What follows belongs to an exercise in optimizing a design on an open flow for small area and a short achievable clock period; a production flow would make more cautious choices.
Where RTL was checked, it was by simulation tests only, not by an equivalence proof against the original.
For runs 2 and 3, only the layout was checked, not whether the RTL still works.
Power and IR drop assume default switching activity.

==> flow/design.v, too long to show whole: its modules and the start of the top module <==
// module BMD_64_RWDMA_FSM: 1055 lines
// module rw_fa: 4 lines
// module rw_ao21: 3 lines
// module rw_xn2: 3 lines
// module rw_or2: 3 lines
// module rw_o21ai: 3 lines
// module rw_nor2: 3 lines
// module rw_mux2: 3 lines
// module rw_aoi21: 3 lines
// module rw_oai21: 3 lines
// module rw_nand2: 3 lines
// module rw_gfa: 6 lines
// module rw_mj3: 3 lines
// module rw_a2: 3 lines
// module rw_x2: 3 lines
module BMD_64_RWDMA_FSM (
    clk,
    rst_n,
    init_rst_i,
    wdma_rst_o,
    mwr_len_i,
    mwr_count_i,
    wdma_start_o,
    wdma_addr_o,
    wdma_done_i,
    wdma_irq_o,
    next_wdma_addr_i,
    next_wdma_up_addr_i,
    next_wdma_valid_i,
    wdma_start_i,
    wdma_stop_i,
    wdma_running_o,
    wdma_frame_len_i,
    timeframe_end_i,
    wdma_buf_ptr_o,
    wdma_status_o,
    cc_timeout_o
);
  // ...
==> flow/flow/run.sh <==
#!/bin/bash
# Standard layout (the standard.sh, unchanged synthesis), with two changes:
# - the port buffers are sky130_fd_sc_hd__buf_1 instead of the default
#   clkdlybuf4s50_1, which is larger and slower;
# - clock tree synthesis does not add dummy loads (it otherwise uses the same
#   arguments as ORFS: sink clustering, clock-net repair, CTS_BUF_LIST).
set -euo pipefail
export BUFFER_PORTS_ARGS="-buffer_cell sky130_fd_sc_hd__buf_1"
export CTS_ARGS="-sink_clustering_enable -repair_clock_nets -dont_use_dummy_load -buf_list {sky130_fd_sc_hd__clkbuf_4 sky130_fd_sc_hd__clkbuf_8}"
bash standard.sh finish > flow_make.log 2>&1
==> flow/standard.sh <==
#!/bin/bash
# synth_recipe.tcl (not shown) runs the flow's synth.tcl, then flattens the netlist and writes it again
# the make line also repeats each setting of config.mk as NAME=value (left out here)
make -C /OpenROAD-flow-scripts/flow DESIGN_CONFIG=/design/flow/config.mk WORK_HOME=/design/flow/orfs CLKGATE_MAP_FILE= SYNTH_SCRIPT=/design/flow/synth_recipe.tcl "${@:-finish}"
==> flow/config.mk <==
export PLATFORM = sky130hd
export DESIGN_NAME = BMD_64_RWDMA_FSM
export DESIGN_NICKNAME = BMD_64_RWDMA_FSM
export VERILOG_FILES = /design/flow/design.v
export SDC_FILE = /design/flow/constraint.sdc
export NUM_CORES = 4
export LEC_CHECK = 0
export CAP_MARGIN = 20
export CORE_MARGIN = 2
export CORE_UTILIZATION = 75
export CTS_BUF_LIST = sky130_fd_sc_hd__clkbuf_4 sky130_fd_sc_hd__clkbuf_8
export PLACE_DENSITY = 0.8
export SETUP_SLACK_MARGIN = 4.3
export SLEW_MARGIN = 20
export SYNTH_HIERARCHICAL = 1
export SYNTH_MINIMUM_KEEP_SIZE = 0
==> flow/constraint.sdc <==
create_clock -name core_clock -period 8.5 [get_ports {clk}]
set_input_delay 1.7000 -clock core_clock [delete_from_list [all_inputs] [get_ports {clk}]]
set_output_delay 1.7000 -clock core_clock [all_outputs]
set_load 0.01 [all_outputs]
==> flow_results.xml, run 1 <==
<?xml version="1.0" encoding="UTF-8"?>
<metrics>
  <group name="timing">
    <metric name="setup_ws_final" unit="ns">4.309</metric>
    <metric name="setup-violations-final" unit="">0</metric>
    <metric name="slew_violations" unit="">0</metric>
    <metric name="worst_relative_slew_slack" unit="%">29.01</metric>
    <metric name="max_clock_freq" unit="MHz">238.6</metric>
  </group>
  <group name="setup_path">
    <metric name="cpMaxStageDelayCell" unit="">sky130_fd_sc_hd__dfxtp_4</metric>
    <metric name="timing.critical_path.max_delay_family" unit="">compound AO/OA/AOI/OAI gates</metric>
    <metric name="timing.rr.start" unit="">s_q[17]$_DFF_P_</metric>
    <metric name="cp_slowest_stage_delay" unit="ns">0.37</metric>
  </group>
  <group name="clock_network">
    <metric name="post_cts_resized" unit="">19</metric>
    <metric name="clock_tree_from_tritoncts" unit="">done</metric>
    <metric name="cts_hold_repair.buffers" unit="">0</metric>
    <metric name="cts_setup_buffers" unit="">6</metric>
  </group>
  <group name="finish">
    <metric name="proportion_of_cell_area_occupied_by_multi_input_gates" unit="%">65.09</metric>
    <metric name="final-seq-area" unit="mm²">0.002395</metric>
    <metric name="drive_above_1_share" unit="%">15.46</metric>
    <metric name="final_instance_area" unit="mm²">0.01112</metric>
    <metric name="buffer_area_share" unit="%">7.362</metric>
    <metric name="clock_buffers" unit="">17</metric>
    <metric name="multi_input_logic_area" unit="mm²">0.007236</metric>
    <metric name="num-nets-final" unit="">1471</metric>
    <metric name="clock_cell_share_of_area" unit="%">2.105</metric>
  </group>
  <group name="job">
    <metric name="timing.max_cap.violations" unit="">0</metric>
  </group>
  <group name="place">
    <metric name="number_of_port_buffers" unit="">154</metric>
    <metric name="detailedPlacementHpwl" unit="mm">17.97</metric>
  </group>
  <group name="global_route">
    <metric name="gr-total-overflow" unit="">0</metric>
    <metric name="first_pass_grt_wire_length" unit="mm">39.33</metric>
    <metric name="gr-usage-all-layers" unit="%">34.90</metric>
  </group>
  <group name="run_status">
    <metric name="status" unit="">finished clean</metric>
  </group>
  <group name="die">
    <metric name="initial_utilization" unit="%">77.42</metric>
    <metric name="tap-cell-count" unit="">172</metric>
    <metric name="row_count" unit="">41</metric>
    <metric name="design.core.area" unit="mm²">0.01267</metric>
  </group>
  <group name="logic_synthesis">
    <metric name="most_numerous_cell_in_the_yosys_netlist" unit="">sky130_fd_sc_hd__nand2_1</metric>
    <metric name="synth.cells.most_frequent" unit="">sky130_fd_sc_hd__nand2_1 (242), sky130_fd_sc_hd__dfxtp_1 (117), sky130_fd_sc_hd__fa_1 (115)</metric>
  </group>
  <group name="power_and_ir_drop">
    <metric name="max-vdd-ir-drop" unit="µV">111.2</metric>
  </group>
  <group name="drt">
    <metric name="detail_route.iter0.violations" unit="">787</metric>
  </group>
</metrics>
==> run 2: changes to the inputs <==
--- a/flow/design.v
+++ b/flow/design.v
@@ -610,17 +610,17 @@
     wire fs12, fc12;
     rw_fa u_fs12 (.a(pp2_13), .b(pp3_12), .c(pp4_11), .s(fs12), .co(fc12));
     wire fs13, fc13;
     rw_fa u_fs13 (.a(xn[16]), .b(pp1_15), .c(pp2_14), .s(fs13), .co(fc13));
     wire hs2, hc2;
     rw_xn2 u_hs2 (.a(pp3_13), .b(pp4_12), .y(hs2));
     rw_or2 u_hc2 (.a(pp3_13), .b(pp4_12), .y(hc2));
     wire fs14, fc14;
-    rw_fa u_fs14 (.a(xn[17]), .b(pp2_15), .c(pp3_14), .s(fs14), .co(fc14));
+    rw_gfa u_fs14 (.a(xn[17]), .b(pp2_15), .c(pp3_14), .s(fs14), .co(fc14));
     wire hs3, hc3;
     rw_xn2 u_hs3 (.a(xn[5]), .b(pp0_5), .y(hs3));
     rw_or2 u_hc3 (.a(xn[5]), .b(pp0_5), .y(hc3));
     wire fs15, fc15;
     rw_fa u_fs15 (.a(xn[6]), .b(pp0_6), .c(pp1_5), .s(fs15), .co(fc15));
     wire hs4, hc4;
     rw_xn2 u_hs4 (.a(pp2_4), .b(pp3_3), .y(hs4));
     rw_or2 u_hc4 (.a(pp2_4), .b(pp3_3), .y(hc4));
@@ -637,59 +637,59 @@
     rw_fa u_fs19 (.a(pp4_4), .b(pp5_3), .c(pp6_2), .s(fs19), .co(fc19));
     wire fs20, fc20;
     rw_fa u_fs20 (.a(pp7_1), .b(pp8_0), .c(hs0), .s(fs20), .co(fc20));
     wire fs21, fc21;
     rw_fa u_fs21 (.a(pp4_5), .b(pp5_4), .c(pp6_3), .s(fs21), .co(fc21));
     wire fs22, fc22;
     rw_fa u_fs22 (.a(pp7_2), .b(pp8_1), .c(pp9_0), .s(fs22), .co(fc22));
     wire fs23, fc23;
-    rw_fa u_fs23 (.a(hc0), .b(hs1), .c(fs0), .s(fs23), .co(fc23));
+    rw_gfa u_fs23 (.a(hc0), .b(hs1), .c(fs0), .s(fs23), .co(fc23));
     wire fs24, fc24;
     rw_fa u_fs24 (.a(pp5_5), .b(pp6_4), .c(pp7_3), .s(fs24), .co(fc24));
     wire fs25, fc25;
     rw_fa u_fs25 (.a(pp8_2), .b(pp9_1), .c(hc1), .s(fs25), .co(fc25));
     wire fs26, fc26;
-    rw_fa u_fs26 (.a(fc0), .b(fs1), .c(fs2), .s(fs26), .co(fc26));
+    rw_gfa u_fs26 (.a(fc0), .b(fs1), .c(fs2), .s(fs26), .co(fc26));
     wire fs27, fc27;
     rw_fa u_fs27 (.a(pp5_6), .b(pp6_5), .c(pp7_4), .s(fs27), .co(fc27));
     wire fs28, fc28;
     rw_fa u_fs28 (.a(pp8_3), .b(pp9_2), .c(fc1), .s(fs28), .co(fc28));
     wire fs29, fc29;
-    rw_fa u_fs29 (.a(fc2), .b(fs3), .c(fs4), .s(fs29), .co(fc29));
+    rw_gfa u_fs29 (.a(fc2), .b(fs3), .c(fs4), .s(fs29), .co(fc29));
     wire fs30, fc30;
     rw_fa u_fs30 (.a(pp5_7), .b(pp6_6), .c(pp7_5), .s(fs30), .co(fc30));
     wire fs31, fc31;
     rw_fa u_fs31 (.a(pp8_4), .b(pp9_3), .c(fc3), .s(fs31), .co(fc31));
     wire fs32, fc32;
-    rw_fa u_fs32 (.a(fc4), .b(fs5), .c(fs6), .s(fs32), .co(fc32));
+    rw_gfa u_fs32 (.a(fc4), .b(fs5), .c(fs6), .s(fs32), .co(fc32));
     wire fs33, fc33;
     rw_fa u_fs33 (.a(pp5_8), .b(pp6_7), .c(pp7_6), .s(fs33), .co(fc33));
     wire fs34, fc34;
     rw_fa u_fs34 (.a(pp8_5), .b(pp9_4), .c(fc5), .s(fs34), .co(fc34));
     wire fs35, fc35;
-    rw_fa u_fs35 (.a(fc6), .b(fs7), .c(fs8), .s(fs35), .co(fc35));
+    rw_gfa u_fs35 (.a(fc6), .b(fs7), .c(fs8), .s(fs35), .co(fc35));
     wire fs36, fc36;
     rw_fa u_fs36 (.a(pp5_9), .b(pp6_8), .c(pp7_7), .s(fs36), .co(fc36));
     wire fs37, fc37;
     rw_fa u_fs37 (.a(pp8_6), .b(pp9_5), .c(fc7), .s(fs37), .co(fc37));
     wire fs38, fc38;
-    rw_fa u_fs38 (.a(fc8), .b(fs9), .c(fs10), .s(fs38), .co(fc38));
+    rw_gfa u_fs38 (.a(fc8), .b(fs9), .c(fs10), .s(fs38), .co(fc38));
     wire fs39, fc39;
     rw_fa u_fs39 (.a(pp5_10), .b(pp6_9), .c(pp7_8), .s(fs39), .co(fc39));
     wire fs40, fc40;
     rw_fa u_fs40 (.a(pp8_7), .b(pp9_6), .c(fc9), .s(fs40), .co(fc40));
     wire fs41, fc41;
-    rw_fa u_fs41 (.a(fc10), .b(fs11), .c(fs12), .s(fs41), .co(fc41));
+    rw_gfa u_fs41 (.a(fc10), .b(fs11), .c(fs12), .s(fs41), .co(fc41));
     wire fs42, fc42;
     rw_fa u_fs42 (.a(pp5_11), .b(pp6_10), .c(pp7_9), .s(fs42), .co(fc42));
     wire fs43, fc43;
     rw_fa u_fs43 (.a(pp8_8), .b(pp9_7), .c(hs2), .s(fs43), .co(fc43));
     wire fs44, fc44;
-    rw_fa u_fs44 (.a(fc11), .b(fc12), .c(fs13), .s(fs44), .co(fc44));
+    rw_gfa u_fs44 (.a(fc11), .b(fc12), .c(fs13), .s(fs44), .co(fc44));
     wire fs45, fc45;
     rw_fa u_fs45 (.a(pp4_13), .b(pp5_12), .c(pp6_11), .s(fs45), .co(fc45));
     wire fs46, fc46;
     rw_fa u_fs46 (.a(pp7_10), .b(pp8_9), .c(pp9_8), .s(fs46), .co(fc46));
     wire fs47, fc47;
     rw_fa u_fs47 (.a(hc2), .b(fc13), .c(fs14), .s(fs47), .co(fc47));
     wire fs48, fc48;
     rw_fa u_fs48 (.a(xn[18]), .b(pp3_15), .c(pp4_14), .s(fs48), .co(fc48));
@@ -725,45 +725,45 @@
     rw_fa u_fs60 (.a(fc15), .b(fs16), .c(fs17), .s(fs60), .co(fc60));
     wire fs61, fc61;
     rw_fa u_fs61 (.a(hc5), .b(fc16), .c(fc17), .s(fs61), .co(fc61));
     wire fs62, fc62;
     rw_fa u_fs62 (.a(fs18), .b(fs19), .c(fs20), .s(fs62), .co(fc62));
     wire fs63, fc63;
     rw_fa u_fs63 (.a(fc18), .b(fc19), .c(fs21), .s(fs63), .co(fc63));
     wire fs64, fc64;
-    rw_fa u_fs64 (.a(fs22), .b(fc20), .c(fs23), .s(fs64), .co(fc64));
+    rw_gfa u_fs64 (.a(fs22), .b(fc20), .c(fs23), .s(fs64), .co(fc64));
     wire fs65, fc65;
     rw_fa u_fs65 (.a(fc21), .b(fc22), .c(fs24), .s(fs65), .co(fc65));
     wire fs66, fc66;
-    rw_fa u_fs66 (.a(fs25), .b(fc23), .c(fs26), .s(fs66), .co(fc66));
+    rw_gfa u_fs66 (.a(fs25), .b(fc23), .c(fs26), .s(fs66), .co(fc66));
     wire fs67, fc67;
     rw_fa u_fs67 (.a(fc24), .b(fs27), .c(fc25), .s(fs67), .co(fc67));
     wire fs68, fc68;
-    rw_fa u_fs68 (.a(fs28), .b(fc26), .c(fs29), .s(fs68), .co(fc68));
+    rw_gfa u_fs68 (.a(fs28), .b(fc26), .c(fs29), .s(fs68), .co(fc68));
     wire fs69, fc69;
     rw_fa u_fs69 (.a(fc27), .b(fs30), .c(fc28), .s(fs69), .co(fc69));
     wire fs70, fc70;
-    rw_fa u_fs70 (.a(fs31), .b(fc29), .c(fs32), .s(fs70), .co(fc70));
+    rw_gfa u_fs70 (.a(fs31), .b(fc29), .c(fs32), .s(fs70), .co(fc70));
     wire fs71, fc71;
     rw_fa u_fs71 (.a(fc30), .b(fs33), .c(fc31), .s(fs71), .co(fc71));
     wire fs72, fc72;
-    rw_fa u_fs72 (.a(fs34), .b(fc32), .c(fs35), .s(fs72), .co(fc72));
+    rw_gfa u_fs72 (.a(fs34), .b(fc32), .c(fs35), .s(fs72), .co(fc72));
     wire fs73, fc73;
     rw_fa u_fs73 (.a(fc33), .b(fs36), .c(fc34), .s(fs73), .co(fc73));
     wire fs74, fc74;
-    rw_fa u_fs74 (.a(fs37), .b(fc35), .c(fs38), .s(fs74), .co(fc74));
+    rw_gfa u_fs74 (.a(fs37), .b(fc35), .c(fs38), .s(fs74), .co(fc74));
     wire fs75, fc75;
     rw_fa u_fs75 (.a(fc36), .b(fs39), .c(fc37), .s(fs75), .co(fc75));
     wire fs76, fc76;
-    rw_fa u_fs76 (.a(fs40), .b(fc38), .c(fs41), .s(fs76), .co(fc76));
+    rw_gfa u_fs76 (.a(fs40), .b(fc38), .c(fs41), .s(fs76), .co(fc76));
     wire fs77, fc77;
     rw_fa u_fs77 (.a(fc39), .b(fs42), .c(fs43), .s(fs77), .co(fc77));
     wire fs78, fc78;
-    rw_fa u_fs78 (.a(fc40), .b(fc41), .c(fs44), .s(fs78), .co(fc78));
+    rw_gfa u_fs78 (.a(fc40), .b(fc41), .c(fs44), .s(fs78), .co(fc78));
     wire fs79, fc79;
     rw_fa u_fs79 (.a(fc42), .b(fs45), .c(fs46), .s(fs79), .co(fc79));
     wire fs80, fc80;
     rw_fa u_fs80 (.a(fc43), .b(fc44), .c(fs47), .s(fs80), .co(fc80));
     wire fs81, fc81;
     rw_fa u_fs81 (.a(fc45), .b(fc46), .c(fs48), .s(fs81), .co(fc81));
     wire fs82, fc82;
     rw_fa u_fs82 (.a(fs49), .b(fs50), .c(fc47), .s(fs82), .co(fc82));
@@ -861,17 +861,17 @@
     rw_gfa u_fs125 (.a(fs78), .b(fc102), .c(fs103), .s(fs125), .co(fc125));
     wire fs126, fc126;
     rw_gfa u_fs126 (.a(fs80), .b(fc103), .c(fs104), .s(fs126), .co(fc126));
     wire fs127, fc127;
     rw_gfa u_fs127 (.a(fs82), .b(fc104), .c(fs105), .s(fs127), .co(fc127));
     wire fs128, fc128;
     rw_gfa u_fs128 (.a(fc82), .b(fs106), .c(fc105), .s(fs128), .co(fc128));
     wire fs129, fc129;
-    rw_fa u_fs129 (.a(fc84), .b(fs107), .c(fc106), .s(fs129), .co(fc129));
+    rw_gfa u_fs129 (.a(fc84), .b(fs107), .c(fc106), .s(fs129), .co(fc129));
     wire fs130, fc130;
     rw_fa u_fs130 (.a(fc86), .b(fs108), .c(fc107), .s(fs130), .co(fc130));
     wire fs131, fc131;
     rw_fa u_fs131 (.a(fc88), .b(fs109), .c(fc108), .s(fs131), .co(fc131));
     wire fs132, fc132;
     rw_fa u_fs132 (.a(fc89), .b(fs110), .c(fc109), .s(fs132), .co(fc132));
     wire fs133, fc133;
     rw_fa u_fs133 (.a(xn[24]), .b(pp9_15), .c(fc110), .s(fs133), .co(fc133));
==> flow/config.mk (replaced) <==
export PLATFORM = sky130hd
export DESIGN_NAME = BMD_64_RWDMA_FSM
export DESIGN_NICKNAME = BMD_64_RWDMA_FSM
export VERILOG_FILES = /design/flow/design.v
export SDC_FILE = /design/flow/constraint.sdc
export NUM_CORES = 4
export LEC_CHECK = 0
export CAP_MARGIN = 20
export CORE_MARGIN = 2
export CORE_UTILIZATION = 70
export CTS_BUF_LIST = sky130_fd_sc_hd__clkbuf_4 sky130_fd_sc_hd__clkbuf_8
export PLACE_DENSITY = 0.8
export SETUP_SLACK_MARGIN = 4.3
export SLEW_MARGIN = 20
export SYNTH_HIERARCHICAL = 1
export SYNTH_MINIMUM_KEEP_SIZE = 0
==> flow_results.xml, run 2 <==
<?xml version="1.0" encoding="UTF-8"?>
<metrics>
  <group name="setup_path">
    <metric name="cp_num_buf_inv" unit="">2</metric>
    <metric name="crit_path_end_kind" unit="">primary output</metric>
    <metric name="endpoint_arrival_time_on_the_critical_path" unit="ns">2.42</metric>
    <metric name="cp.required" unit="ns">6.80</metric>
    <metric name="path_cells" unit="">nor2_2 &gt; nor2_1 &gt; nand2_1 &gt; nor2_2 &gt; a21oi_4 &gt; o21ai_4 &gt; buf_12 &gt; mux2_4 &gt; buf_1</metric>
    <metric name="timing.critical_path.max_delay_family" unit="">simple AND/OR/NAND/NOR gates</metric>
    <metric name="start_kind" unit="">flip-flop</metric>
    <metric name="worst_path_most_repeated_cell" unit="">sky130_fd_sc_hd__nor2_2</metric>
    <metric name="criticalPathCategory" unit="">flip-flop to primary output</metric>
    <metric name="crit_fanout" unit="">12</metric>
    <metric name="cpMaxStageDelayCell" unit="">sky130_fd_sc_hd__dfxtp_1</metric>
    <metric name="cp_slowest_stage_delay" unit="ns">0.46</metric>
  </group>
  <group name="die">
    <metric name="initial_utilization" unit="%">71.80</metric>
    <metric name="row_count" unit="">43</metric>
    <metric name="io_pins" unit="">155</metric>
    <metric name="design.core.area" unit="mm²">0.01388</metric>
    <metric name="die_area" unit="mm²">0.01521</metric>
    <metric name="dieHeight" unit="µm">123.3</metric>
    <metric name="die_w" unit="µm">123.3</metric>
  </group>
  <group name="clock_network">
    <metric name="ctsHtreeMaxLevel" unit="">4</metric>
    <metric name="clk_path_buf_depth" unit="">2</metric>
    <metric name="clock_sink_count" unit="">117</metric>
    <metric name="cts_root_buf" unit="">sky130_fd_sc_hd__clkbuf_8</metric>
    <metric name="number_of_cts_inserted_buffers" unit="">17</metric>
    <metric name="cts_hold_repair.buffers" unit="">0</metric>
    <metric name="clock_tree_from_tritoncts" unit="">done</metric>
    <metric name="worst_skew_pair.late_latency" unit="ns">0.44</metric>
    <metric name="clk_pin_slew" unit="ns">0.06</metric>
  </group>
  <group name="power_and_ir_drop">
    <metric name="power" unit="mW">1.467</metric>
    <metric name="p_switching" unit="µW">495.5</metric>
    <metric name="switching_share" unit="%">33.77</metric>
    <metric name="clock_group_share_of_total_power" unit="%">24.6</metric>
    <metric name="share_seq_of_total_power" unit="%">38.3</metric>
    <metric name="p_int" unit="µW">971.7</metric>
    <metric name="p_leak" unit="nW">3.512</metric>
    <metric name="share_comb_of_total_power" unit="%">37.1</metric>
    <metric name="pwr_density_cell" unit="mW/mm²">134.0</metric>
    <metric name="max-vdd-ir-drop" unit="µV">93.26</metric>
  </group>
  <group name="timing">
    <metric name="slew_violations" unit="">0</metric>
    <metric name="setup_repair_after_global_routing_missed_its_margin" unit="">true</metric>
    <metric name="number_of_hold_violations_in_the_final_report" unit="">0</metric>
    <metric name="max_clock_freq" unit="MHz">242.8</metric>
    <metric name="worst_relative_slew_slack" unit="%">33.01</metric>
    <metric name="setup-violations-final" unit="">0</metric>
    <metric name="setup_tns" unit="ns">0</metric>
    <metric name="layout_min_cycle_time" unit="ns">4.119</metric>
    <metric name="timing_worst_slew_pin_value" unit="ns">1.003</metric>
    <metric name="clock-skew-final" unit="ns">0.01924</metric>
    <metric name="final.period_utilization" unit="%">48.46</metric>
  </group>
  <group name="logic_synthesis">
    <metric name="most_numerous_cell_in_the_yosys_netlist" unit="">sky130_fd_sc_hd__nand2_1</metric>
    <metric name="netlist_area" unit="mm²">0.009967</metric>
    <metric name="syn-mean-instance-area" unit="µm²">8.563</metric>
    <metric name="synth.lib_cells_used.distinct" unit="">53</metric>
    <metric name="synth_top_cell_area_share" unit="%">23.50</metric>
    <metric name="synthCells" unit="">1164</metric>
    <metric name="synth_top_area_cell" unit="">sky130_fd_sc_hd__dfxtp_1</metric>
    <metric name="synth_warnings" unit="">7</metric>
    <metric name="synth_top_cells_by_area" unit="">sky130_fd_sc_hd__dfxtp_1 (23%), sky130_fd_sc_hd__fa_1 (19%), sky130_fd_sc_hd__xor2_1 (10%)</metric>
    <metric name="synth.cells.most_frequent" unit="">sky130_fd_sc_hd__nand2_1 (242), sky130_fd_sc_hd__dfxtp_1 (117), sky130_fd_sc_hd__xor2_1 (116)</metric>
    <metric name="synth_flop_cell" unit="">sky130_fd_sc_hd__dfxtp_1</metric>
    <metric name="synthArstFlopShare" unit="%">0</metric>
    <metric name="ys_seq_elements" unit="">117</metric>
    <metric name="synth_enable_flop_cells" unit="">0</metric>
    <metric name="seq_total_area_yosys" unit="%">23.50</metric>
  </group>
  <group name="min_path">
    <metric name="min-delay-path-class" unit="">flip-flop to flip-flop</metric>
  </group>
  <group name="finish">
    <metric name="layout_commonest_cell" unit="">sky130_fd_sc_hd__nand2_1</metric>
    <metric name="num-nets-final" unit="">1475</metric>
    <metric name="top_regs" unit="">c_q x27, s_q x27, wdma_buf_cnt x16</metric>
    <metric name="layout_common_cells" unit="">sky130_fd_sc_hd__nand2_1 (242), sky130_fd_sc_hd__buf_1 (141), sky130_fd_sc_hd__dfxtp_1 (117)</metric>
    <metric name="flow.area_growth_from_synthesis" unit="%">9.867</metric>
    <metric name="drive_above_1_share" unit="%">10.60</metric>
    <metric name="final_instance_area" unit="mm²">0.01095</metric>
    <metric name="num_antenna_cells" unit="">0</metric>
  </group>
  <group name="global_route">
    <metric name="antenna_found_initial" unit="">0</metric>
    <metric name="gr-usage-all-layers" unit="%">31.89</metric>
    <metric name="gr-total-overflow" unit="">0</metric>
    <metric name="grt_start_max_net_pins" unit="">55</metric>
    <metric name="first_pass_grt_wire_length" unit="mm">38.09</metric>
    <metric name="first_global_vias" unit="">8062</metric>
  </group>
  <group name="drt">
    <metric name="detail_route.iter0.violations" unit="">584</metric>
    <metric name="drt-wirelength-per-cell" unit="µm">16.10</metric>
    <metric name="routed_wl" unit="mm">23.56</metric>
    <metric name="drtPass1Iterations" unit="">5</metric>
    <metric name="ant_nets" unit="">0</metric>
    <metric name="num_vias" unit="">8467</metric>
    <metric name="detail_route.drc_violations" unit="">0</metric>
    <metric name="detail_route.vias_per_cell" unit="">5.787</metric>
  </group>
  <group name="place">
    <metric name="detailedPlacementHpwl" unit="mm">18.04</metric>
    <metric name="placedInstanceArea" unit="mm²">0.01054</metric>
    <metric name="number_of_port_buffers" unit="">154</metric>
    <metric name="rd_place_congestion" unit="">0.9079</metric>
  </group>
  <group name="job">
    <metric name="timing.max_cap.violations" unit="">0</metric>
  </group>
  <group name="run_status">
    <metric name="status" unit="">finished clean</metric>
  </group>
</metrics>
-- run 2: modules after synthesis (local to each module, per instance), a selection --
module	cells	cell area, µm²
rw_nand2	1	3.754
rw_mj3	1	11.26
rw_or2	1	6.256
rw_fa	1	20.02
rw_oai21	1	5.005
rw_o21ai	1	5.005
rw_aoi21	1	8.758
BMD_64_RWDMA_FSM	678	5259
rw_x2	1	8.758
rw_xn2	1	8.758
rw_nor2	1	3.754
rw_mux2	1	15.01
-- run 2: routing by layer --
metal,wire [µm],share of wire (%),track usage [%],vias up
li1,-,-,-,4032
met1,9995,42,41.74,4083
met2,11520,49,53.71,312
met3,1657,7.0,6.089,40
met4,385,1.6,9.659,0
met5,0,0,0,-
-- run 2: cells by family (layout without fill, tap and decap cells) --
logic type,Yosys count,in the layout,synth area share (%)
other,1,3,0.03762
adders and majority gates,137,137,24.04
DFF,117,117,23.50
xor gates and xnor gates,184,184,16.17
and+or+nand+nor,414,414,17.65
muxes,13,13,1.908
AOI/OAI and AO/OA,179,179,11.85
buffers and inverters,119,236,4.846
-- run 2: timing repair --
| item | in CTS | in global routing |
|---|---|---|
| buffers inserted | 5 | 0 |
| cloned | 0 | 0 |
| pin swaps | 2 | 2 |
| gates resized for setup | 12 | 30 |
| setup endpoints to repair | 38 | 39 |
-- run 2: cell type report --
type                       instances  area [µm²]
clock buffer                      17       234.0
fill                            1040        2930
inverter                          58       217.7
multi-input combinational        930        7272
sequential                       117        2342
tap                              180       225.2
timing repair buffer             161       659.4
-- run 2: stage by stage --
step           hold WS [ns]  cells  setup slack (ns)  utilization [%]
3_3_place_gp         0.4421   1441             3.692            75.96
3_5_place_dp         0.4314   1441             3.681            75.96
6_report             0.4543   1463             4.381            78.89
5_1_grt              0.4665   1463             4.254            78.89
4_1_cts              0.4402   1463             4.299            78.35
2_1_floorplan        0.3918   1166             4.169                -
-- run 2: power groups by stage --
stage | sequential (mW) | clock, mW | combinational [mW]
global placement | 0.573 | 0 | 0.518
finish | 0.562 | 0.361 | 0.544
detailed placement | 0.574 | 0 | 0.542
CTS | 0.562 | 0.368 | 0.542
global route | 0.563 | 0.393 | 0.606
floorplan | 0.571 | 0 | 0.440
-- run 2: final timing paths --
kind                                           from            endpoint  slack [ns]  cells after the start
worst min-delay path            st_check$_SDFF_PN0_  prev_check$_DFF_P_        0.45                      0
worst max register to register      s_q[10]$_DFF_P_     c_q[13]$_DFF_P_        5.71                      8
worst min register to register  st_check$_SDFF_PN0_  prev_check$_DFF_P_        0.45                      0
worst max-delay path                s_q[10]$_DFF_P_     wdma_addr_o[38]        4.38                      9
==> run 3: changes to the inputs <==
--- a/flow/config.mk
+++ b/flow/config.mk
@@ -10,7 +10,7 @@
 export CORE_UTILIZATION = 70
 export CTS_BUF_LIST = sky130_fd_sc_hd__clkbuf_4 sky130_fd_sc_hd__clkbuf_8
 export PLACE_DENSITY = 0.8
-export SETUP_SLACK_MARGIN = 4.3
+export SETUP_SLACK_MARGIN = 4.5
 export SLEW_MARGIN = 20
 export SYNTH_HIERARCHICAL = 1
 export SYNTH_MINIMUM_KEEP_SIZE = 0
==> flow_results.xml, run 3 <==
<?xml version="1.0" encoding="UTF-8"?>
<metrics>
  <group name="place">
    <metric name="placedInstanceArea" unit="mm²">0.01062</metric>
    <metric name="detailedPlacementHpwl" unit="mm">17.99</metric>
    <metric name="rd_place_congestion" unit="">0.8965</metric>
    <metric name="number_of_port_buffers" unit="">154</metric>
  </group>
  <group name="finish">
    <metric name="number_of_fill_cells_in_the_layout" unit="">971</metric>
    <metric name="drive_above_1_share" unit="%">17.93</metric>
    <metric name="layout_common_cells" unit="">sky130_fd_sc_hd__nand2_1 (233), sky130_fd_sc_hd__buf_1 (120), sky130_fd_sc_hd__xor2_1 (116)</metric>
    <metric name="num_antenna_cells" unit="">0</metric>
    <metric name="top_regs" unit="">c_q x27, s_q x27, wdma_buf_cnt x16</metric>
    <metric name="final-seq-area" unit="mm²">0.002375</metric>
    <metric name="flow.area_growth_from_synthesis" unit="%">13.49</metric>
    <metric name="num-nets-final" unit="">1486</metric>
    <metric name="layout_commonest_cell" unit="">sky130_fd_sc_hd__nand2_1</metric>
    <metric name="final_instance_area" unit="mm²">0.01131</metric>
    <metric name="multi_input_logic_area" unit="mm²">0.007466</metric>
  </group>
  <group name="global_route">
    <metric name="antenna_found_initial" unit="">0</metric>
    <metric name="first_pass_grt_wire_length" unit="mm">38.62</metric>
    <metric name="grt_start_max_net_pins" unit="">55</metric>
    <metric name="first_global_vias" unit="">8101</metric>
    <metric name="gr-usage-all-layers" unit="%">32.45</metric>
    <metric name="gr-total-overflow" unit="">0</metric>
  </group>
  <group name="logic_synthesis">
    <metric name="synth_top_cell_area_share" unit="%">23.50</metric>
    <metric name="seq_total_area_yosys" unit="%">23.50</metric>
    <metric name="netlist_area" unit="mm²">0.009967</metric>
    <metric name="synth_top_area_cell" unit="">sky130_fd_sc_hd__dfxtp_1</metric>
    <metric name="most_numerous_cell_in_the_yosys_netlist" unit="">sky130_fd_sc_hd__nand2_1</metric>
    <metric name="synthArstFlopShare" unit="%">0</metric>
    <metric name="synth.lib_cells_used.distinct" unit="">53</metric>
    <metric name="synth_top_cells_by_area" unit="">sky130_fd_sc_hd__dfxtp_1 (23%), sky130_fd_sc_hd__fa_1 (19%), sky130_fd_sc_hd__xor2_1 (10%)</metric>
    <metric name="ys_seq_elements" unit="">117</metric>
    <metric name="syn-mean-instance-area" unit="µm²">8.563</metric>
    <metric name="synth_flop_cell" unit="">sky130_fd_sc_hd__dfxtp_1</metric>
    <metric name="synth.cells.most_frequent" unit="">sky130_fd_sc_hd__nand2_1 (242), sky130_fd_sc_hd__dfxtp_1 (117), sky130_fd_sc_hd__xor2_1 (116)</metric>
    <metric name="synthCells" unit="">1164</metric>
    <metric name="synth_enable_flop_cells" unit="">0</metric>
    <metric name="synth_warnings" unit="">7</metric>
  </group>
  <group name="setup_path">
    <metric name="crit_fanout" unit="">12</metric>
    <metric name="cp_slowest_stage_delay" unit="ns">0.41</metric>
    <metric name="crit_path_end_kind" unit="">primary output</metric>
    <metric name="r2r_setup_slack" unit="ns">5.77</metric>
    <metric name="start_kind" unit="">flip-flop</metric>
    <metric name="criticalPathCategory" unit="">flip-flop to primary output</metric>
    <metric name="cp.required" unit="ns">6.80</metric>
    <metric name="path_cells" unit="">nor2_2 &gt; nor2_2 &gt; nand2_2 &gt; nor2_2 &gt; nand2_1 &gt; o21ai_4 &gt; buf_12 &gt; mux2_4 &gt; buf_1</metric>
    <metric name="endpoint_arrival_time_on_the_critical_path" unit="ns">2.39</metric>
    <metric name="worst_path_most_repeated_cell" unit="">sky130_fd_sc_hd__nor2_2</metric>
    <metric name="cpMaxStageDelayCell" unit="">sky130_fd_sc_hd__dfxtp_1</metric>
  </group>
  <group name="timing">
    <metric name="timing_worst_slew_pin_value" unit="ns">1.012</metric>
    <metric name="clock-skew-final" unit="ns">0.02338</metric>
    <metric name="number_of_hold_violations_in_the_final_report" unit="">0</metric>
    <metric name="setup-violations-final" unit="">0</metric>
    <metric name="setup_repair_after_global_routing_missed_its_margin" unit="">true</metric>
    <metric name="slew_violations" unit="">0</metric>
    <metric name="worst_relative_slew_slack" unit="%">32.40</metric>
    <metric name="max_clock_freq" unit="MHz">244.4</metric>
    <metric name="final.period_utilization" unit="%">48.15</metric>
    <metric name="layout_min_cycle_time" unit="ns">4.092</metric>
    <metric name="setup_tns" unit="ns">0</metric>
  </group>
  <group name="clock_network">
    <metric name="number_of_cts_inserted_buffers" unit="">17</metric>
    <metric name="ctsHtreeMaxLevel" unit="">4</metric>
    <metric name="clock_sink_count" unit="">117</metric>
    <metric name="worst_skew_pair.late_latency" unit="ns">0.44</metric>
    <metric name="cts_root_buf" unit="">sky130_fd_sc_hd__clkbuf_8</metric>
    <metric name="cts_hold_repair.buffers" unit="">0</metric>
    <metric name="clk_path_buf_depth" unit="">2</metric>
    <metric name="clock_tree_from_tritoncts" unit="">done</metric>
    <metric name="clk_pin_slew" unit="ns">0.07</metric>
  </group>
  <group name="power_and_ir_drop">
    <metric name="max-vdd-ir-drop" unit="µV">103.3</metric>
    <metric name="clock_group_share_of_total_power" unit="%">24.5</metric>
    <metric name="p_leak" unit="nW">3.755</metric>
    <metric name="pwr_density_cell" unit="mW/mm²">129.8</metric>
    <metric name="share_comb_of_total_power" unit="%">37.2</metric>
    <metric name="power" unit="mW">1.469</metric>
    <metric name="p_int" unit="µW">975.5</metric>
    <metric name="switching_share" unit="%">33.58</metric>
    <metric name="p_switching" unit="µW">493.1</metric>
    <metric name="share_seq_of_total_power" unit="%">38.2</metric>
  </group>
  <group name="die">
    <metric name="die_w" unit="µm">123.3</metric>
    <metric name="initial_utilization" unit="%">71.80</metric>
    <metric name="row_count" unit="">43</metric>
    <metric name="dieHeight" unit="µm">123.3</metric>
    <metric name="design.core.area" unit="mm²">0.01388</metric>
    <metric name="die_area" unit="mm²">0.01521</metric>
    <metric name="io_pins" unit="">155</metric>
  </group>
  <group name="drt">
    <metric name="detail_route.drc_violations" unit="">0</metric>
    <metric name="sum_of_routed_wire_segments_on_met1" unit="mm">10.32</metric>
    <metric name="num_vias" unit="">8532</metric>
    <metric name="top_signal_layer_used" unit="">met4</metric>
    <metric name="detail_route.iter0.violations" unit="">488</metric>
    <metric name="routed_wl" unit="mm">24.31</metric>
    <metric name="detail_route.vias_per_cell" unit="">5.788</metric>
    <metric name="drt-wirelength-per-cell" unit="µm">16.49</metric>
    <metric name="ant_nets" unit="">0</metric>
    <metric name="met2_wirelength" unit="mm">11.90</metric>
    <metric name="drtPass1Iterations" unit="">5</metric>
    <metric name="met3RoutedLength" unit="mm">1.607</metric>
  </group>
  <group name="run_status">
    <metric name="status" unit="">finished clean</metric>
  </group>
  <group name="job">
    <metric name="timing.max_cap.violations" unit="">0</metric>
  </group>
  <group name="min_path">
    <metric name="min-delay-path-class" unit="">flip-flop to flip-flop</metric>
  </group>
</metrics>
[run 3: changes by cell type in the layout (fill, tap and decap cells not counted), moves of 8 or more]
cell,before,now
sky130_fd_sc_hd__dfxtp_2,0,17
sky130_fd_sc_hd__clkbuf_2,8,16
sky130_fd_sc_hd__buf_4,6,16
sky130_fd_sc_hd__buf_1,141,120
sky130_fd_sc_hd__nor2_1,88,76
sky130_fd_sc_hd__nand2_1,242,233
sky130_fd_sc_hd__nor2_2,8,16
sky130_fd_sc_hd__dfxtp_1,117,97
sky130_fd_sc_hd__fa_2,0,14
sky130_fd_sc_hd__fa_1,97,83
[run 3: power groups by stage]
stage	clock network, mW	logic [mW]	registers [mW]
after CTS	0.366	0.545	0.562
final	0.360	0.546	0.562
after global placement	0	0.517	0.573
after detailed placement	0	0.540	0.573
after global routing	0.390	0.612	0.562
after floorplan	0	0.451	0.571
[run 3: cell type report]
class | instances | area share, %
multi-input cells | 930 | 66.00
flip-flops and latches | 117 | 20.99
repair buffers | 172 | 7.024
clock buffers | 17 | 2.068
well taps | 180 | 1.991
inverters | 58 | 1.925
[run 3: per-stage QoR]
step | setup WS, ns | hold slack [ns] | instances | util (%)
after detailed placement | 3.752 | 0.4490 | 1441 | 76.50
after global routing | 4.247 | 0.4560 | 1474 | 81.49
after CTS | 4.484 | 0.4448 | 1470 | 80.12
after floorplan | 4.372 | 0.3918 | 1166 | -
final | 4.408 | 0.4441 | 1474 | 81.49
after global placement | 3.841 | 0.4424 | 1441 | 76.50
[run 3: what timing repair did]
action	in CTS	in global routing
gates resized for setup	61	62
gates cloned	0	0
pin swaps	18	11
setup buffers	12	4
endpoints found under the setup margin	60	46
[run 3: cells by family (layout without fill, tap and decap cells)]
family,Yosys count,after routing,synth area share [%]
simple gates,414,414,17.65
xor+xnor,184,184,16.17
compound gates,179,179,11.85
fa+ha+maj,137,137,24.04
buf+inv,119,247,4.846
flops,117,117,23.50
mux,13,13,1.908
other cells,1,3,0.03762
[run 3: worst paths after layout]
kind,endpoint,start,cells after the start
min,to_lfsr[6]$_SDFFE_PP0P_,to_lfsr[5]$_SDFFE_PP0P_,2
max,wdma_addr_o[38],s_q[18]$_DFF_P_,9
max reg2reg,c_q[19]$_DFF_P_,s_q[17]$_DFF_P_,8
min reg2reg,to_lfsr[6]$_SDFFE_PP0P_,to_lfsr[5]$_SDFFE_PP0P_,2
[run 3: Yosys stat by module, one instance, submodules excluded, a selection]
module            flip-flops and latches  copies in the design
BMD_64_RWDMA_FSM                     117                     1
rw_oai21                               0                    35
rw_mj3                                 0                    37
rw_o21ai                               0                    27
rw_nor2                                0                    74
rw_or2                                 0                    10
rw_fa                                  0                    97
rw_xn2                                 0                    49
rw_mux2                                0                    12
rw_aoi21                               0                    22
[run 3: worst max-delay path, delay by kind of cell, from the launching register on]
family          cells  cell delay [ns]
flops               1             0.41
compound gates      1             0.18
mux                 1             0.32
buf+inv             2             0.30
simple gates        5             0.73
[run 3: layer usage]
layer | vias to the layer above | track usage (%)
li1 | 4044 | -
met1 | 4155 | 41.91
met2 | 288 | 54.22
met3 | 45 | 7.795
met4 | 0 | 9.588
met5 | - | 0

-- static timing again, ports no longer ideal --
The flow's constraints put no driver on any port. The routed layouts listed below were extracted and timed again, unchanged, in two steps. Step 1: set_driving_cell puts a clkbuf_16 on clk and a buf_2 on each other input, an assumption about the parent block. Step 2 adds t to the input delays and takes it off the output delays; t is the mean of the earliest and latest rising clock arrival at the registers after step 1. Input paths then give back, and output paths get back, about the clock's delay inside the block. Three values: ideal, step 1, step 2; two values: the first two.
run	t, ns	slack for setup (ns)	worst register clock-pin slew, ns	worst slew at a driven data input, ns	cell pins on the clock port's net
run 1	0.472	4.309 / 4.271 / 3.933	0.07 / 0.07	0.06	1
run 2	0.465	4.381 / 4.346 / 3.997	0.07 / 0.07	0.05	1
run 3	0.469	4.408 / 4.370 / 4.096	0.07 / 0.07	0.06	1
After both steps every run listed still meets setup and hold. The setup slack of run 2, which loses most, moves by -0.035 ns with the drivers and by -0.384 ns with both steps.
